This design comes from an exercise in tuning for a short achievable clock period and few clock cycles on the open sky130 flow, not from production work.
The RTL was checked by simulation tests, not by an equivalence proof against the original design.
Power and IR drop assume default switching activity.

==> design.v <==
localparam
    ZERO        = 32'd0,
    OPAND       = 5'd0,
    OPOR        = 5'd1,
    OPXOR       = 5'd2,
    OPADD       = 5'd3,
    OPSUB       = 5'd4,
    OPSLT       = 5'd5,
    OPSLTU      = 5'd6,
    OPSLL       = 5'd7,
    OPSRL       = 5'd8,
    OPSRA       = 5'd9,
    OPLUI       = 5'd10,
    OPMUL       = 5'd11,
    OPMULH      = 5'd12,
    OPMULHU     = 5'd13,
    OPMULHSU    = 5'd14,
    OPDIV       = 5'd15,
    OPDIVU      = 5'd16,
    OPREM       = 5'd17,
    OPREMU      = 5'd18,
    OPNULL      = 5'd31,  
    OPC_LOAD        = 7'b0000011,
    OPC_OPIMM       = 7'b0010011,
    OPC_STORE       = 7'b0100011,
    OPC_RTYPE       = 7'b0110011,
    OPC_BRANCH      = 7'b1100011,
    OPC_JALR        = 7'b1100111,
    OPC_JAL         = 7'b1101111,
    OPC_LUI         = 7'b0110111,
    FUNCT7_ADD      = 7'b0000000,
    FUNCT7_SUB      = 7'b0100000,
    FUNCT7_SLT      = 7'b0000000,
    FUNCT7_OR       = 7'b0000000,
    FUNCT7_AND      = 7'b0000000,
    FUNCT3_LW       = 3'b010,
    FUNCT3_SW       = 3'b010,
    FUNCT3_ADD      = 3'b000,
    FUNCT3_SUB      = 3'b000,
    FUNCT3_SLT      = 3'b010,
    FUNCT3_OR       = 3'b110,
    FUNCT3_AND      = 3'b111,
    FUNCT3_BEQ      = 3'b000,
    FUNCT3_JALR     = 3'b000,
    TEXT_ADDRESS    = 32'h0040_0000,
    DATA_ADDRESS    = 32'h1001_0000,
    STACK_ADDRESS   = 32'h1001_03FC,
    GP              = DATA_ADDRESS;
module mux4 (
   input  wire [31:0] entr0, entr1, entr2, entr3,
   input  wire [1:0]  sel,
   output reg  [31:0] saida
);
always @(*)
begin
   case (sel)
      2'b00:
         saida <= entr0;
      2'b01:
         saida <= entr1;
      2'b10:
         saida <= entr2;
      2'b11:
         saida <= entr3;
   endcase
end
endmodule
module adder (
   input  wire [31:0] iA,
   input  wire [31:0] iB,
   output reg  [31:0] out
);
always @(*)
begin
   out <= iA + iB;
end
endmodule
module ks_adder #(parameter W = 32, parameter L = 5) (
   input  wire [W-1:0] iA,
   input  wire [W-1:0] iB,
   input  wire         iCin,
   output wire [W-1:0] oSum
);
wire [W-1:0] p0 = iA ^ iB;
wire [W-1:0] g [0:L];
wire [W-1:0] p [0:L];
assign g[0] = (iA & iB) | {{(W-1){1'b0}}, p0[0] & iCin};
assign p[0] = p0;
genvar l, i;
generate
   for (l = 0; l < L; l = l + 1) begin : nivel
      for (i = 0; i < W; i = i + 1) begin : posicao
         if (i >= (1 << l)) begin : comb
            assign g[l+1][i] = g[l][i] | (p[l][i] & g[l][i-(1<<l)]);
            assign p[l+1][i] = p[l][i] & p[l][i-(1<<l)];
         end else begin : repassa
            assign g[l+1][i] = g[l][i];
            assign p[l+1][i] = p[l][i];
         end
      end
   end
endgenerate
assign oSum = p0 ^ {g[L][W-2:0], iCin};
endmodule
module ALU (
    input  wire [31:0] iA, iB,
    input  wire [31:0] iLink,
    input  wire        iAdd, iSub, iAnd, iOr, iSlt, iSelB, iSelLink,
    output wire [31:0] oResult,
    output wire [31:0] oSum,
    output wire        oEq
    );
wire [31:0] diff;
ks_adder #(32, 5) soma (.iA(iA), .iB(iB),  .iCin(1'b0), .oSum(oSum));
ks_adder #(32, 5) sub  (.iA(iA), .iB(~iB), .iCin(1'b1), .oSum(diff));
wire        lt = (iA[31] != iB[31]) ? iA[31] : diff[31];
wire [31:0] early = ({32{iAnd}}  & (iA & iB)) |
                    ({32{iOr}}   & (iA | iB)) |
                    ({32{iSelB}} & iB) |
                    ({32{iSelLink}} & iLink);
assign oResult = ({32{iAdd}} & oSum) |
                 ({32{iSub}} & diff) |
                 {31'b0, iSlt & lt} |
                 early;
assign oEq = (iA == iB);
endmodule
module ImmGen (
    input        [31:0] iInstrucao,
    output logic [31:0] oImm
);
localparam
    ZERO        = 32'd0,
    OPAND       = 5'd0,
    OPOR        = 5'd1,
    OPXOR       = 5'd2,
    OPADD       = 5'd3,
    OPSUB       = 5'd4,
    OPSLT       = 5'd5,
    OPSLTU      = 5'd6,
    OPSLL       = 5'd7,
    OPSRL       = 5'd8,
    OPSRA       = 5'd9,
    OPLUI       = 5'd10,
    OPMUL       = 5'd11,
    OPMULH      = 5'd12,
    OPMULHU     = 5'd13,
    OPMULHSU    = 5'd14,
    OPDIV       = 5'd15,
    OPDIVU      = 5'd16,
    OPREM       = 5'd17,
    OPREMU      = 5'd18,
    OPNULL      = 5'd31,  
    OPC_LOAD        = 7'b0000011,
    OPC_OPIMM       = 7'b0010011,
    OPC_STORE       = 7'b0100011,
    OPC_RTYPE       = 7'b0110011,
    OPC_BRANCH      = 7'b1100011,
    OPC_JALR        = 7'b1100111,
    OPC_JAL         = 7'b1101111,
    OPC_LUI         = 7'b0110111,
    FUNCT7_ADD      = 7'b0000000,
    FUNCT7_SUB      = 7'b0100000,
    FUNCT7_SLT      = 7'b0000000,
    FUNCT7_OR       = 7'b0000000,
    FUNCT7_AND      = 7'b0000000,
    FUNCT3_LW       = 3'b010,
    FUNCT3_SW       = 3'b010,
    FUNCT3_ADD      = 3'b000,
    FUNCT3_SUB      = 3'b000,
    FUNCT3_SLT      = 3'b010,
    FUNCT3_OR       = 3'b110,
    FUNCT3_AND      = 3'b111,
    FUNCT3_BEQ      = 3'b000,
    FUNCT3_JALR     = 3'b000,
    TEXT_ADDRESS    = 32'h0040_0000,
    DATA_ADDRESS    = 32'h1001_0000,
    STACK_ADDRESS   = 32'h1001_03FC,
    GP              = DATA_ADDRESS;
always @ (*)
    case (iInstrucao[6:0])
        OPC_LOAD,
        OPC_OPIMM,
        OPC_JALR:
            oImm <= {{20{iInstrucao[31]}}, iInstrucao[31:20]};
        OPC_STORE:
            oImm <= {{20{iInstrucao[31]}}, iInstrucao[31:25], iInstrucao[11:7]};
        OPC_BRANCH:
            oImm <= {{20{iInstrucao[31]}}, iInstrucao[7], iInstrucao[30:25], iInstrucao[11:8], 1'b0};
        OPC_JAL:
            oImm <= {{12{iInstrucao[31]}}, iInstrucao[19:12], iInstrucao[20], iInstrucao[30:21], 1'b0};
        OPC_LUI:
            oImm <= {iInstrucao[31:12], {12{1'b0}}};		
        default:
            oImm <= ZERO;
    endcase
endmodule
module ControleULA (
   input  wire [1:0] opULA,
   input  wire [2:0] funct3,
   input  wire [6:0] funct7,
   output reg  [4:0] codULA
);
localparam
    ZERO        = 32'd0,
    OPAND       = 5'd0,
    OPOR        = 5'd1,
    OPXOR       = 5'd2,
    OPADD       = 5'd3,
    OPSUB       = 5'd4,
    OPSLT       = 5'd5,
    OPSLTU      = 5'd6,
    OPSLL       = 5'd7,
    OPSRL       = 5'd8,
    OPSRA       = 5'd9,
    OPLUI       = 5'd10,
    OPMUL       = 5'd11,
    OPMULH      = 5'd12,
    OPMULHU     = 5'd13,
    OPMULHSU    = 5'd14,
    OPDIV       = 5'd15,
    OPDIVU      = 5'd16,
    OPREM       = 5'd17,
    OPREMU      = 5'd18,
    OPNULL      = 5'd31,  
    OPC_LOAD        = 7'b0000011,
    OPC_OPIMM       = 7'b0010011,
    OPC_STORE       = 7'b0100011,
    OPC_RTYPE       = 7'b0110011,
    OPC_BRANCH      = 7'b1100011,
    OPC_JALR        = 7'b1100111,
    OPC_JAL         = 7'b1101111,
    OPC_LUI         = 7'b0110111,
    FUNCT7_ADD      = 7'b0000000,
    FUNCT7_SUB      = 7'b0100000,
    FUNCT7_SLT      = 7'b0000000,
    FUNCT7_OR       = 7'b0000000,
    FUNCT7_AND      = 7'b0000000,
    FUNCT3_LW       = 3'b010,
    FUNCT3_SW       = 3'b010,
    FUNCT3_ADD      = 3'b000,
    FUNCT3_SUB      = 3'b000,
    FUNCT3_SLT      = 3'b010,
    FUNCT3_OR       = 3'b110,
    FUNCT3_AND      = 3'b111,
    FUNCT3_BEQ      = 3'b000,
    FUNCT3_JALR     = 3'b000,
    TEXT_ADDRESS    = 32'h0040_0000,
    DATA_ADDRESS    = 32'h1001_0000,
    STACK_ADDRESS   = 32'h1001_03FC,
    GP              = DATA_ADDRESS;
always @(*)
begin
   case (opULA)
      2'b00:
         codULA <= OPADD;    
      2'b01:
         codULA <= OPSUB;    
      2'b10:
         case (funct3)            
            3'b000:
            begin
               if (funct7 == 7'b0)
                  codULA <= OPADD;
               else
                  codULA <= OPSUB;
            end
            3'b010:
                  codULA    <= OPSLT;
            3'b110:
                  codULA    <= OPOR;
            3'b111:
                  codULA    <= OPAND;
            default:
                  codULA    <= OPNULL;
         endcase
      2'b11:
         codULA <= OPLUI;    
      default:
         codULA <= OPNULL;
   endcase
end
endmodule
module Controle (
   input  wire [6:0] opcode,
   output reg        Mem2Reg, LeMem, EscreveMem, Branch, OrigULA, EscreveReg,
   output reg        Jal, Jalr,
   output reg  [1:0] opULA
);
localparam
    ZERO        = 32'd0,
    OPAND       = 5'd0,
    OPOR        = 5'd1,
    OPXOR       = 5'd2,
    OPADD       = 5'd3,
    OPSUB       = 5'd4,
    OPSLT       = 5'd5,
    OPSLTU      = 5'd6,
    OPSLL       = 5'd7,
    OPSRL       = 5'd8,
    OPSRA       = 5'd9,
    OPLUI       = 5'd10,
    OPMUL       = 5'd11,
    OPMULH      = 5'd12,
    OPMULHU     = 5'd13,
    OPMULHSU    = 5'd14,
    OPDIV       = 5'd15,
    OPDIVU      = 5'd16,
    OPREM       = 5'd17,
    OPREMU      = 5'd18,
    OPNULL      = 5'd31,  
    OPC_LOAD        = 7'b0000011,
    OPC_OPIMM       = 7'b0010011,
    OPC_STORE       = 7'b0100011,
    OPC_RTYPE       = 7'b0110011,
    OPC_BRANCH      = 7'b1100011,
    OPC_JALR        = 7'b1100111,
    OPC_JAL         = 7'b1101111,
    OPC_LUI         = 7'b0110111,
    FUNCT7_ADD      = 7'b0000000,
    FUNCT7_SUB      = 7'b0100000,
    FUNCT7_SLT      = 7'b0000000,
    FUNCT7_OR       = 7'b0000000,
    FUNCT7_AND      = 7'b0000000,
    FUNCT3_LW       = 3'b010,
    FUNCT3_SW       = 3'b010,
    FUNCT3_ADD      = 3'b000,
    FUNCT3_SUB      = 3'b000,
    FUNCT3_SLT      = 3'b010,
    FUNCT3_OR       = 3'b110,
    FUNCT3_AND      = 3'b111,
    FUNCT3_BEQ      = 3'b000,
    FUNCT3_JALR     = 3'b000,
    TEXT_ADDRESS    = 32'h0040_0000,
    DATA_ADDRESS    = 32'h1001_0000,
    STACK_ADDRESS   = 32'h1001_03FC,
    GP              = DATA_ADDRESS;
always @(*)
begin
   Jal         <= 1'b0;
   Jalr        <= 1'b0;
   case (opcode)
      OPC_RTYPE:  begin        
         EscreveReg  <= 1'b1;
         Mem2Reg     <= 1'b0;
         LeMem       <= 1'b0;
         EscreveMem  <= 1'b0;
         Branch      <= 1'b0;
         OrigULA     <= 1'b0;
         opULA       <= 2'b10;
      end
      OPC_OPIMM:  begin        
         EscreveReg  <= 1'b1;
         Mem2Reg     <= 1'b0;
         LeMem       <= 1'b0;
         EscreveMem  <= 1'b0;
         Branch      <= 1'b0;
         OrigULA     <= 1'b1;
         opULA       <= 2'b00;
      end
      OPC_LUI:    begin        
         EscreveReg  <= 1'b1;
         Mem2Reg     <= 1'b0;
         LeMem       <= 1'b0;
         EscreveMem  <= 1'b0;
         Branch      <= 1'b0;
         OrigULA     <= 1'b1;
         opULA       <= 2'b11;
      end
      OPC_LOAD:   begin        
         EscreveReg  <= 1'b1;
         Mem2Reg     <= 1'b1;
         LeMem       <= 1'b1;
         EscreveMem  <= 1'b0;
         Branch      <= 1'b0;
         OrigULA     <= 1'b1;
         opULA       <= 2'b00;
      end
      OPC_STORE:  begin        
         EscreveReg  <= 1'b0;
         Mem2Reg     <= 1'b0;
         LeMem       <= 1'b0;
         EscreveMem  <= 1'b1;
         Branch      <= 1'b0;
         OrigULA     <= 1'b1;
         opULA       <= 2'b00;
      end
      OPC_BRANCH: begin        
         EscreveReg  <= 1'b0;
         Mem2Reg     <= 1'b0;
         LeMem       <= 1'b0;
         EscreveMem  <= 1'b0;
         Branch      <= 1'b1;
         OrigULA     <= 1'b0;
         opULA       <= 2'b01;
      end
      OPC_JALR:   begin        
         EscreveReg  <= 1'b1;
         Mem2Reg     <= 1'b0;
         LeMem       <= 1'b0;
         EscreveMem  <= 1'b0;
         Branch      <= 1'b0;
         OrigULA     <= 1'b1;
         opULA       <= 2'b00;
         Jalr        <= 1'b1;
      end
      OPC_JAL:    begin        
         EscreveReg  <= 1'b1;
         Mem2Reg     <= 1'b0;
         LeMem       <= 1'b0;
         EscreveMem  <= 1'b0;
         Branch      <= 1'b0;
         OrigULA     <= 1'b0;
         opULA       <= 2'b00;
         Jal         <= 1'b1;     
      end
      default:    begin
         EscreveReg  <= 1'b0;
         Mem2Reg     <= 1'b0;
         LeMem       <= 1'b0;
         EscreveMem  <= 1'b0;
         Branch      <= 1'b0;
         OrigULA     <= 1'b0;
         opULA       <= 2'b00;
      end
   endcase
end
endmodule
module Registers (
    input  wire         iCLK, iRST,
    input  wire         iRegWrite,
    input  wire  [4:0]  iWriteRegister,
    input  wire  [31:0] iWriteData,
    input  wire  [4:0]  iReadRegister1, iReadRegister2,
    output wire  [31:0] oReadData1, oReadData2,
    input  wire  [4:0]  iRegDispSelect,      
    output reg   [31:0] oRegDisp             
    );
localparam
    ZERO        = 32'd0,
    OPAND       = 5'd0,
    OPOR        = 5'd1,
    OPXOR       = 5'd2,
    OPADD       = 5'd3,
    OPSUB       = 5'd4,
    OPSLT       = 5'd5,
    OPSLTU      = 5'd6,
    OPSLL       = 5'd7,
    OPSRL       = 5'd8,
    OPSRA       = 5'd9,
    OPLUI       = 5'd10,
    OPMUL       = 5'd11,
    OPMULH      = 5'd12,
    OPMULHU     = 5'd13,
    OPMULHSU    = 5'd14,
    OPDIV       = 5'd15,
    OPDIVU      = 5'd16,
    OPREM       = 5'd17,
    OPREMU      = 5'd18,
    OPNULL      = 5'd31,  
    OPC_LOAD        = 7'b0000011,
    OPC_OPIMM       = 7'b0010011,
    OPC_STORE       = 7'b0100011,
    OPC_RTYPE       = 7'b0110011,
    OPC_BRANCH      = 7'b1100011,
    OPC_JALR        = 7'b1100111,
    OPC_JAL         = 7'b1101111,
    OPC_LUI         = 7'b0110111,
    FUNCT7_ADD      = 7'b0000000,
    FUNCT7_SUB      = 7'b0100000,
    FUNCT7_SLT      = 7'b0000000,
    FUNCT7_OR       = 7'b0000000,
    FUNCT7_AND      = 7'b0000000,
    FUNCT3_LW       = 3'b010,
    FUNCT3_SW       = 3'b010,
    FUNCT3_ADD      = 3'b000,
    FUNCT3_SUB      = 3'b000,
    FUNCT3_SLT      = 3'b010,
    FUNCT3_OR       = 3'b110,
    FUNCT3_AND      = 3'b111,
    FUNCT3_BEQ      = 3'b000,
    FUNCT3_JALR     = 3'b000,
    TEXT_ADDRESS    = 32'h0040_0000,
    DATA_ADDRESS    = 32'h1001_0000,
    STACK_ADDRESS   = 32'h1001_03FC,
    GP              = DATA_ADDRESS;
reg  [31:0] rf [1:31];
reg  [31:1] rf_ok;
wire [31:0] rf_val [0:31];
assign rf_val[0] = 32'b0;
genvar gi;
generate
    for (gi = 1; gi < 32; gi = gi + 1) begin : valor
        assign rf_val[gi] = rf_ok[gi] ? rf[gi] : ((gi == 2) ? STACK_ADDRESS : 32'b0);
    end
endgenerate
function [31:0] rf_read;
    input [4:0] r;
    integer j, k;
    reg [31:0] t [0:31];
    begin
        for (j = 0; j < 32; j = j + 1)
            t[j] = {32{r == j}} & rf_val[j];
        for (k = 16; k > 0; k = k / 2)
            for (j = 0; j < k; j = j + 1)
                t[j] = t[2*j] | t[2*j+1];
        rf_read = t[0];
    end
endfunction
assign oReadData1 = rf_read(iReadRegister1);
assign oReadData2 = rf_read(iReadRegister2);
always @(posedge iCLK)
    oRegDisp <= rf_read(iRegDispSelect);
always @(posedge iCLK)
begin
    if (iRegWrite)
        rf[iWriteRegister] <= iWriteData;
end
always @(posedge iCLK or posedge iRST)
begin
    if (iRST)
        rf_ok <= 31'b0;
    else if (iRegWrite)
        rf_ok[iWriteRegister] <= 1'b1;
end
endmodule
module Uniciclo (
    input  logic        clockCPU,
    input  logic        reset,
    input  logic [4:0]  RegIn,
    output logic [31:0] PC,
    input  logic [31:0] Instr,
    output logic [31:0] MemAddr, MemWrData,
    output logic        MemWrEn,
    input  logic [31:0] MemRdData,
    output logic [31:0] RegOut
    );
localparam
    ZERO        = 32'd0,
    OPAND       = 5'd0,
    OPOR        = 5'd1,
    OPXOR       = 5'd2,
    OPADD       = 5'd3,
    OPSUB       = 5'd4,
    OPSLT       = 5'd5,
    OPSLTU      = 5'd6,
    OPSLL       = 5'd7,
    OPSRL       = 5'd8,
    OPSRA       = 5'd9,
    OPLUI       = 5'd10,
    OPMUL       = 5'd11,
    OPMULH      = 5'd12,
    OPMULHU     = 5'd13,
    OPMULHSU    = 5'd14,
    OPDIV       = 5'd15,
    OPDIVU      = 5'd16,
    OPREM       = 5'd17,
    OPREMU      = 5'd18,
    OPNULL      = 5'd31,  
    OPC_LOAD        = 7'b0000011,
    OPC_OPIMM       = 7'b0010011,
    OPC_STORE       = 7'b0100011,
    OPC_RTYPE       = 7'b0110011,
    OPC_BRANCH      = 7'b1100011,
    OPC_JALR        = 7'b1100111,
    OPC_JAL         = 7'b1101111,
    OPC_LUI         = 7'b0110111,
    FUNCT7_ADD      = 7'b0000000,
    FUNCT7_SUB      = 7'b0100000,
    FUNCT7_SLT      = 7'b0000000,
    FUNCT7_OR       = 7'b0000000,
    FUNCT7_AND      = 7'b0000000,
    FUNCT3_LW       = 3'b010,
    FUNCT3_SW       = 3'b010,
    FUNCT3_ADD      = 3'b000,
    FUNCT3_SUB      = 3'b000,
    FUNCT3_SLT      = 3'b010,
    FUNCT3_OR       = 3'b110,
    FUNCT3_AND      = 3'b111,
    FUNCT3_BEQ      = 3'b000,
    FUNCT3_JALR     = 3'b000,
    TEXT_ADDRESS    = 32'h0040_0000,
    DATA_ADDRESS    = 32'h1001_0000,
    STACK_ADDRESS   = 32'h1001_03FC,
    GP              = DATA_ADDRESS;
reg  [31:0] pc_i;                       
reg  [31:0] pc_o;                       
reg         d_valid;
reg  [31:0] ir;                         
reg  [31:0] d_pc;
reg  [31:0] d_ptgt;                     
reg         d_pred;
reg         d_sure, d_retq;             
reg  [9:0]  d_tidx;                     
reg         e_valid;
reg  [31:0] e_a, e_b, e_sd;             
reg  [31:0] e_pc;                       
reg  [31:0] e_link;                     
reg  [31:0] e_bimm;                     
reg  [31:0] e_ptgt;                     
reg         e_pred;                     
reg  [4:0]  e_rd;
reg         e_wr, e_load, e_store, e_beq, e_jal, e_jalr, e_ret;
reg         e_add, e_sub, e_and, e_or, e_slt, e_selb, e_link_sel;
reg         m_valid;
reg  [31:0] m_res;
reg  [4:0]  m_rd;
reg         m_wr, m_load, m_we;
reg  [31:0] m_addr, m_wdata;
wire [31:0] f_link = pc_i + 32'd4;
wire [6:0] f_opc  = Instr[6:0];
wire f_use1  = (f_opc == OPC_RTYPE) | (f_opc == OPC_OPIMM) | (f_opc == OPC_LOAD) |
               (f_opc == OPC_STORE) | (f_opc == OPC_BRANCH) | (f_opc == OPC_JALR);
wire f_use2  = (f_opc == OPC_RTYPE) | (f_opc == OPC_STORE) | (f_opc == OPC_BRANCH);
wire f_sure  = (f_opc == OPC_JAL) |
               ((f_opc == OPC_BRANCH) & (Instr[19:15] == Instr[24:20]));
wire f_ret   = (f_opc == OPC_JALR) & (Instr[11:7] == 5'd0) & (Instr[19:15] == 5'd1);
wire [9:0]  f_offj = {Instr[20], Instr[30:22]};
wire [9:0]  f_offb = {Instr[7], Instr[30:25], Instr[11:9]};
wire [9:0]  f_tidxj, f_tidxb;
ks_adder #(10, 4) somaJ (.iA(pc_i[11:2]), .iB(f_offj), .iCin(1'b0), .oSum(f_tidxj));
ks_adder #(10, 4) somaB (.iA(pc_i[11:2]), .iB(f_offb), .iCin(1'b0), .oSum(f_tidxb));
wire [9:0]  f_tidx = Instr[3] ? f_tidxj : f_tidxb;
reg  [9:0]  ras [0:1];                  
reg         ras_sp;                     
reg         ras_ok;                     
reg         ras_full;
wire [9:0]  ras_top = ras[~ras_sp];
localparam BN = 4;                      
localparam BT = 6;                      
reg  [(1<<BN)-1:0] btb_v;
reg  [BT-1:0] btb_tag [0:(1<<BN)-1];
reg  [9:0]    btb_tgt [0:(1<<BN)-1];
reg  [1:0]    btb_ctr [0:(1<<BN)-1];
reg           btb_ret [0:(1<<BN)-1];
wire [BN-1:0] f_idx = pc_i[BN+1:2];
wire [(1<<BN)-1:0] f_sel;
wire [9:0]  f_btgt_e [0:(1<<BN)-1];
genvar ge;
generate
    for (ge = 0; ge < (1<<BN); ge = ge + 1) begin : entrada
        assign f_sel[ge] = btb_v[ge] & btb_ctr[ge][1] & (f_idx == ge) &
                           (btb_tag[ge] == pc_i[BN+BT+1:BN+2]);
        assign f_btgt_e[ge] = {10{f_sel[ge]}} &
                              ((btb_ret[ge] & ras_ok) ? ras_top : btb_tgt[ge]);
    end
endgenerate
wire        btb_taken = |f_sel;
function [9:0] or_tgt;
    input integer n;
    integer k;
    begin
        or_tgt = 10'b0;
        for (k = 0; k < n; k = k + 1)
            or_tgt = or_tgt | f_btgt_e[k];
    end
endfunction
wire [9:0]  f_btgt = or_tgt(1<<BN);
wire        f_pred = btb_taken;
wire [31:0] f_ptgt = {pc_i[31:12], f_btgt, 2'b00};
wire [6:0] opc    = ir[6:0];
wire [2:0] funct3 = ir[14:12];
wire [6:0] funct7 = ir[31:25];
wire [4:0] rs1    = ir[19:15];
wire [4:0] rs2    = ir[24:20];
wire [4:0] rd     = ir[11:7];
wire d_r     = (opc == OPC_RTYPE);
wire d_addi  = (opc == OPC_OPIMM);
wire d_lui   = (opc == OPC_LUI);
wire d_lw    = (opc == OPC_LOAD);
wire d_sw    = (opc == OPC_STORE);
wire d_beq   = (opc == OPC_BRANCH);
wire d_jal   = (opc == OPC_JAL);
wire d_jalr  = (opc == OPC_JALR);
wire d_wr    = d_r | d_addi | d_lui | d_lw | d_jal | d_jalr;
wire d_use1  = d_r | d_addi | d_lw | d_sw | d_beq | d_jalr;
wire d_use2  = d_r | d_sw | d_beq;
wire d_useimm = d_addi | d_lui | d_lw | d_sw | d_jalr;
wire d_radd  = d_r & (funct3 == 3'b000) & (funct7 == 7'b0);
wire d_rsub  = d_r & (funct3 == 3'b000) & (funct7 != 7'b0);
wire d_add   = d_addi | d_lw | d_sw | d_radd;
wire d_and   = d_r & (funct3 == 3'b111);
wire d_or    = d_r & (funct3 == 3'b110);
wire d_slt   = d_r & (funct3 == 3'b010);
wire d_ret   = d_jalr & (rd == 5'd0) & (rs1 == 5'd1);
wire d_call  = (d_jal | d_jalr) & (rd == 5'd1);
wire [31:0] immI = {{20{ir[31]}}, ir[31:20]};
wire [31:0] immS = {{20{ir[31]}}, ir[31:25], ir[11:7]};
wire [31:0] immB = {{20{ir[31]}}, ir[7], ir[30:25], ir[11:8], 1'b0};
wire [31:0] immJ = {{12{ir[31]}}, ir[19:12], ir[20], ir[30:21], 1'b0};
wire [31:0] immU = {ir[31:12], 12'b0};
wire [31:0] d_imm  = d_sw  ? immS :
                     d_lui ? immU : immI;
wire [31:0] d_bimm = d_jal ? immJ : immB;
wire [31:0] d_link = d_pc + 32'd4;
wire        d_redir = d_valid & ~d_stall & ~d_pred & (d_sure | (d_retq & ras_ok));
wire [31:0] d_dtgt  = {d_pc[31:12], (d_sure ? d_tidx : ras_top), 2'b00};
wire [31:0] m_wb   = m_load ? MemRdData : m_res;
wire        m_wen  = m_valid & m_wr;            
wire        e_fwd_ok = e_valid & e_wr;          
wire        d_e1 = e_fwd_ok & (e_rd == rs1);
wire        d_e2 = e_fwd_ok & (e_rd == rs2);
wire        d_m1 = m_wen & (m_rd == rs1);
wire        d_m2 = m_wen & (m_rd == rs2);
wire [31:0] d_rf1, d_rf2;
Registers bancoReg (
    .iCLK(clockCPU), .iRST(reset),
    .iRegWrite(m_wen), .iWriteRegister(m_rd), .iWriteData(m_wb),
    .iReadRegister1(rs1), .iReadRegister2(rs2),
    .oReadData1(d_rf1), .oReadData2(d_rf2),
    .iRegDispSelect(RegIn), .oRegDisp(RegOut)
);
wire        s1_e  = d_e1;
wire        s1_m  = ~d_e1 & d_m1;
wire        s1_rf = ~d_e1 & ~d_m1;
wire        sb_i  = d_useimm;
wire        sb_e  = ~d_useimm & d_e2;
wire        sb_m  = ~d_useimm & ~d_e2 & d_m2;
wire        sb_rf = ~d_useimm & ~d_e2 & ~d_m2;
wire        ss_e  = d_e2;
wire        ss_m  = ~d_e2 & d_m2;
wire        ss_rf = ~d_e2 & ~d_m2;
reg  d_stall;
wire [31:0] A = e_a;
wire [31:0] B = e_b;
wire [31:0] sum, res;
wire        eq;
ALU ULA (
    .iA(A), .iB(B), .iLink(e_link),
    .iAdd(e_add), .iSub(e_sub), .iAnd(e_and), .iOr(e_or), .iSlt(e_slt),
    .iSelB(e_selb), .iSelLink(e_link_sel),
    .oResult(res), .oSum(sum), .oEq(eq)
);
wire [31:0] e_tgt;
ks_adder #(32, 5) somaAlvo (.iA(e_pc), .iB(e_bimm), .iCin(1'b0), .oSum(e_tgt));
wire [31:0] tx     = e_pc ^ e_bimm ^ e_ptgt;
wire [31:0] tc     = (e_pc & e_bimm) | ((e_pc ^ e_bimm) & ~e_ptgt);
wire        tgt_ok = (tx == {tc[30:0], 1'b0});
wire [31:0] jx   = A ^ B ^ e_ptgt;
wire [31:0] jc   = (A & B) | ((A ^ B) & ~e_ptgt);
wire        j_ok = (jx[31:1] == {jc[30:1], A[0] & B[0]}) & (e_ptgt[0] == 1'b0);
wire        e_taken = e_jal | e_jalr | (e_beq & eq);
wire        e_tok   = e_jalr ? j_ok : tgt_ok;
wire        e_mis   = e_valid & (e_taken ? ~(e_pred & e_tok) : e_pred);
wire [31:0] e_jtgt  = {sum[31:1], 1'b0};
wire [31:0] e_ntgt  = e_jalr ? e_jtgt : (e_taken ? e_tgt : e_link);
wire d_adv = d_valid & ~e_mis & ~d_stall;       
wire f_hold = ~e_mis & d_stall;                  
wire [31:0] f_next  = f_pred ? f_ptgt : f_link;
wire [31:0] pc_next = e_mis   ? e_ntgt :
                      d_redir ? d_dtgt :
                      f_hold  ? pc_i : f_next;
localparam PC_FLIP = 32'h0040_0000;    
always @(posedge clockCPU or posedge reset)
begin
    if (reset)
        pc_o <= TEXT_ADDRESS ^ PC_FLIP;
    else
        pc_o <= pc_next ^ PC_FLIP;
end
assign PC = pc_o ^ PC_FLIP;
always @(posedge clockCPU)
begin
    if (reset)
        pc_i <= TEXT_ADDRESS;
    else
        pc_i <= pc_next;
end
always @(posedge clockCPU)
begin
    if (~f_hold) begin
        ir     <= Instr;
        d_pc   <= pc_i;
        d_ptgt <= f_ptgt;
        d_pred <= f_pred;
        d_sure <= f_sure;
        d_retq <= f_ret;
        d_tidx <= f_tidx;
    end
end
always @(posedge clockCPU or posedge reset)
begin
    if (reset) begin
        d_valid <= 1'b0;
        d_stall <= 1'b0;
        e_valid <= 1'b0;
        m_valid <= 1'b0;
        m_we    <= 1'b0;
    end else begin
        d_valid <= f_hold ? d_valid : ~(e_mis | d_redir);
        d_stall <= ~f_hold & ~e_mis & d_valid & d_lw & (rd != 5'd0) &
                   ((f_use1 & (Instr[19:15] == rd)) | (f_use2 & (Instr[24:20] == rd))) &
                   ~d_redir;
        e_valid <= d_adv;
        m_valid <= e_valid;
        m_we    <= e_valid & e_store;
    end
end
always @(posedge clockCPU)
begin
    e_a      <= ({32{s1_e}} & res) | ({32{s1_m}} & m_wb) | ({32{s1_rf}} & d_rf1);
    e_b      <= ({32{sb_e}} & res) | ({32{sb_m}} & m_wb) | ({32{sb_rf}} & d_rf2) |
                ({32{sb_i}} & d_imm);
    e_sd     <= ({32{ss_e}} & res) | ({32{ss_m}} & m_wb) | ({32{ss_rf}} & d_rf2);
    e_pc     <= d_pc;
    e_link   <= d_link;
    e_bimm   <= d_bimm;
    e_ptgt   <= d_pred ? d_ptgt : d_dtgt;
    e_pred   <= d_pred | d_redir;
    e_rd     <= rd;
    e_wr     <= d_wr & (rd != 5'd0);
    e_load   <= d_lw;
    e_store  <= d_sw;
    e_beq    <= d_beq;
    e_jal    <= d_jal;
    e_jalr   <= d_jalr;
    e_ret    <= d_ret;
    e_add    <= d_add;
    e_sub    <= d_rsub;
    e_and    <= d_and;
    e_or     <= d_or;
    e_slt    <= d_slt;
    e_selb   <= d_lui;
    e_link_sel <= d_jal | d_jalr;
    m_res    <= res;
    m_rd     <= e_rd;
    m_wr     <= e_wr;
    m_load   <= e_load;
    m_addr   <= sum;
    m_wdata  <= e_sd;
end
assign MemAddr   = m_addr;
assign MemWrData = m_wdata;
assign MemWrEn   = m_we;
reg        u_v, u_taken, u_ret, u_hit;
reg  [1:0] u_ctr;
reg  [9:0] u_pcidx;
reg  [9:0] u_tgt;
always @(posedge clockCPU or posedge reset)
begin
    if (reset)
        u_v <= 1'b0;
    else
        u_v <= e_valid & (e_beq | e_jal | e_jalr);
end
always @(posedge clockCPU)
begin
    u_taken <= e_taken;
    u_ret   <= e_ret;
    u_hit   <= e_bhit;
    u_ctr   <= e_taken ? (e_bhit ? ((e_bctr == 2'b11) ? 2'b11 : e_bctr + 2'b01) : 2'b11)
                       : ((e_bctr == 2'b00) ? 2'b00 : e_bctr - 2'b01);
    u_pcidx <= e_pc[11:2];
    u_tgt   <= e_ntgt[11:2];
end
wire [BN-1:0] u_idx = u_pcidx[BN-1:0];
wire [BT-1:0] u_tag = u_pcidx[BN+BT-1:BN];
wire [BN-1:0] e_bidx = e_pc[BN+1:2];
wire       e_bhit = btb_v[e_bidx] & (btb_tag[e_bidx] == e_pc[BN+BT+1:BN+2]);
wire [1:0] e_bctr = btb_ctr[e_bidx];
always @(posedge clockCPU or posedge reset)
begin
    if (reset)
        btb_v <= {(1<<BN){1'b0}};
    else if (u_v & u_taken)
        btb_v[u_idx] <= 1'b1;
end
always @(posedge clockCPU)
begin
    if (u_v) begin
        if (u_taken) begin
            btb_tag[u_idx] <= u_tag;
            btb_tgt[u_idx] <= u_tgt;
            btb_ret[u_idx] <= u_ret;
            btb_ctr[u_idx] <= u_ctr;
        end else if (u_hit) begin
            btb_ctr[u_idx] <= u_ctr;
        end
    end
end
wire d_go     = d_valid & ~d_stall;
wire ras_push = d_go & d_call;
wire ras_pop  = d_go & d_ret & ras_ok;
always @(posedge clockCPU or posedge reset)
begin
    if (reset) begin
        ras_sp   <= 1'b0;
        ras_ok   <= 1'b0;
        ras_full <= 1'b0;
    end else if (ras_push & ~ras_pop) begin
        ras_sp   <= ~ras_sp;
        ras_full <= ras_ok;
        ras_ok   <= 1'b1;
    end else if (ras_pop & ~ras_push) begin
        ras_sp   <= ~ras_sp;
        ras_ok   <= ras_full;
        ras_full <= 1'b0;
    end
end
always @(posedge clockCPU)
begin
    if (ras_push & ras_pop)
        ras[~ras_sp] <= d_link[11:2];
    else if (ras_push)
        ras[ras_sp] <= d_link[11:2];
end
endmodule
==> flow/run.sh <==
#!/bin/bash
# Layout flow: the standard ORFS flow (standard.sh) with these changes:
#  - synthesis leaves adders to ABC instead of mapping full/half-adder cells;
#  - a few slow cells (4-input ORs, 4-input muxes, ...) are not used.
# Each tool's output stays in its ORFS log under orfs/logs; make's output
# goes to flow_make.log.
set -euo pipefail
MARGIN=6.8
SLOW=""
for c in or4_1 or4_2 or4_4 or4b_1 or4b_2 or4b_4 or4bb_1 or4bb_2 or4bb_4 \
         or3_1 or3_2 or3_4 or3b_1 or3b_2 or3b_4 mux4_1 mux4_2 mux4_4 \
         nor4b_1 nor4b_2 nor4b_4 nor4bb_1 nor4bb_2 nor4bb_4 \
         a2111o_1 a2111o_2 a2111o_4 o2111a_1 o2111a_2 o2111a_4 o41a_1 o41a_2 o41a_4; do
    SLOW="$SLOW sky130_fd_sc_hd__$c"
done
PLAT=$(make -s -C "$FLOW_HOME" DESIGN_CONFIG="$FLOW_CONFIG" WORK_HOME="$(pwd)/orfs" \
       print-DONT_USE_CELLS 2>/dev/null | sed -n 's/^DONT_USE_CELLS: //p')
echo "platform dont-use: $PLAT" > dont_use.log
[ -n "$PLAT" ]
DU="$PLAT$SLOW"
sed -E "s|SETUP_SLACK_MARGIN=[^ ]+|SETUP_SLACK_MARGIN=${MARGIN} ADDER_MAP_FILE= 'DONT_USE_CELLS=${DU}'|" standard.sh > std_custom.sh
grep -q "SETUP_SLACK_MARGIN=${MARGIN}" std_custom.sh
bash std_custom.sh > flow_make.log 2>&1
==> standard.sh <==
#!/bin/bash
# synth_recipe.tcl (not shown) runs the flow's synth.tcl, then flattens the netlist and writes it again
# the make line also repeats each setting of config.mk as NAME=value (left out here)
make -C /OpenROAD-flow-scripts/flow DESIGN_CONFIG=/design/flow/config.mk WORK_HOME=/design/flow/orfs CLKGATE_MAP_FILE= SYNTH_SCRIPT=/design/flow/synth_recipe.tcl "${@:-finish}"
==> config.mk <==
export PLATFORM = sky130hd
export DESIGN_NAME = Uniciclo
export DESIGN_NICKNAME = Uniciclo
export VERILOG_FILES = /design/flow/design.v
export SDC_FILE = /design/flow/constraint.sdc
export NUM_CORES = 8
export LEC_CHECK = 0
export CAP_MARGIN = 20
export CORE_MARGIN = 2
export CORE_UTILIZATION = 60
export PLACE_DENSITY = 0.75
export SETUP_SLACK_MARGIN = 0.6
export SLEW_MARGIN = 20
export SYNTH_HIERARCHICAL = 1
export SYNTH_MINIMUM_KEEP_SIZE = 0
==> constraint.sdc <==
create_clock -name core_clock -period 10.0 [get_ports {clockCPU}]
set_input_delay 2.0000 -clock core_clock [delete_from_list [all_inputs] [get_ports {clockCPU}]]
set_output_delay 2.0000 -clock core_clock [all_outputs]
set_load 0.01 [all_outputs]
==> flow_summary.json <==
{
  "numCtsBuffers": 195,
  "yosysUniqueCellTypes": 120,
  "ys_warn_count": 13,
  "track_usage": 0.892,
  "root_buffer": "clkbuf_16",
  "cts_max_path_buffers": 3,
  "grt_overflow": 1079,
  "grt_first_pass_wirelength_um": 1100000,
  "grt_pass1_vias": 130185,
  "die_y_um": 417,
  "syn_avg_cell_area_um2": 10.0,
  "syn-cell-area_mm2": 0.103,
  "initial_core_util": 0.605,
  "status": "stopped before the end",
  "h-tree-depth": 4,
  "dpl.hpwl_um": 392000,
  "io_pins": 200,
  "lastStage": "global routing (5_1_grt)",
  "die_w_um": 417,
  "synth_edf_count": 1403,
  "stop_error": "[ERROR GRT-0116] Global routing finished with congestion. Check the congestion regions in the DRC Viewer.",
  "io_buffers": 199,
  "rows": 151,
  "ys.flop_type": "edfxtp_1",
  "syn_inst": 10232,
  "grt_max_degree": 74,
  "yosysSeqAreaShare": 0.514,
  "placed_area_mm2": 0.107,
  "ys_ff_latch": 1911,
  "place.gp.congestion": 1.21,
  "synthArstFlopShare": 0.0460,
  "cts.sinks": 1911
}
## layer usage
metal | overflow | track usage
met5 | 47 | 0.741
met1 | 200 | 0.906
met2 | 315 | 0.959
met3 | 220 | 0.835
met4 | 297 | 0.836
## modules after synthesis (local to each module, per instance), a selection
module     times used  cells
ALU                 1    235
Registers           1   5379
Uniciclo            1   3401
## cells by family after synthesis
family	count (synthesis)	share of synthesized area
other cells	3	0.000110
flops	1911	0.514
simple gates	3770	0.182
mux	283	0.0296
fa+ha+maj	77	0.00770
xor+xnor	615	0.0536
compound gates	2578	0.169
buf+inv	995	0.0438
## through the flow
step                      instances  hold slack (ps)  setup WS, ps   util  total power [W]
after floorplan               10241              310          6290      -           0.0101
after global placement        12126              311          3670  0.631           0.0112
after detailed placement      12130              312          3670  0.631           0.0112
after CTS                     13414              321          6400  0.778           0.0195
## synth_stat cells (27+ instances only)
master	count	area, µm²
nand2_1	1496	5620
edfxtp_1	1403	42100
o22ai_1	960	6010
nand4_1	663	4150
nor2_1	479	1800
clkbuf_1	437	1640
dfxtp_1	420	8410
xnor2_1	396	3470
a21oi_1	346	1730
o21ai_0	295	1480
buf_2	278	1390
nor4_1	257	1610
xor2_1	208	1820
nor3_1	198	991
nand3_1	195	976
o2111ai_1	188	1650
mux2_2	159	1790
inv_1	138	518
mux2i_1	123	1230
a31oi_1	95	594
o211ai_1	93	698
a211oi_1	89	668
dfrtp_1	88	2200
and2_1	80	500
or2_2	69	432
nor2b_1	65	407
maj3_1	62	621
buf_1	58	218
buf_4	57	428
o21a_1	51	383
nand2b_1	50	313
a22oi_1	44	330
and3_1	44	275
o32ai_1	35	307
a211o_1	30	263
a222oi_1	29	290
a21o_1	28	210
o221ai_1	27	236
o2bb2ai_1	27	236
## repair_timing
| item | CTS |
|---|---|
| endpoints found under the hold margin | 0 |
| resized for setup | 2460 |
| endpoints found under the setup margin | 1201 |
| pin swaps | 469 |
| hold buffers | 0 |
| gates cloned | 97 |
| buffers inserted | 819 |
## power by group through the flow
stage                     Sequential [W]  Combinational (W)  Clock, W
after floorplan                  0.00885            0.00122         0
after global placement           0.00898            0.00217         0
after detailed placement         0.00899            0.00218         0
after CTS                        0.00879            0.00287   0.00778
## worst min path at each step
stage / startpoint / endpoint / slack [ps] / depth (start not counted)
after CTS: e_sd[31]$_DFF_P_ / m_wdata[31]$_DFF_P_ / 320 / 0
after floorplan: e_load$_DFF_P_ / m_load$_DFF_P_ / 310 / 0
after detailed placement: e_sd[31]$_DFF_P_ / m_wdata[31]$_DFF_P_ / 310 / 0
after global placement: e_sd[18]$_DFF_P_ / m_wdata[18]$_DFF_P_ / 310 / 0
Testbench counts, summed over its fixed seeds: cycles 99,804.
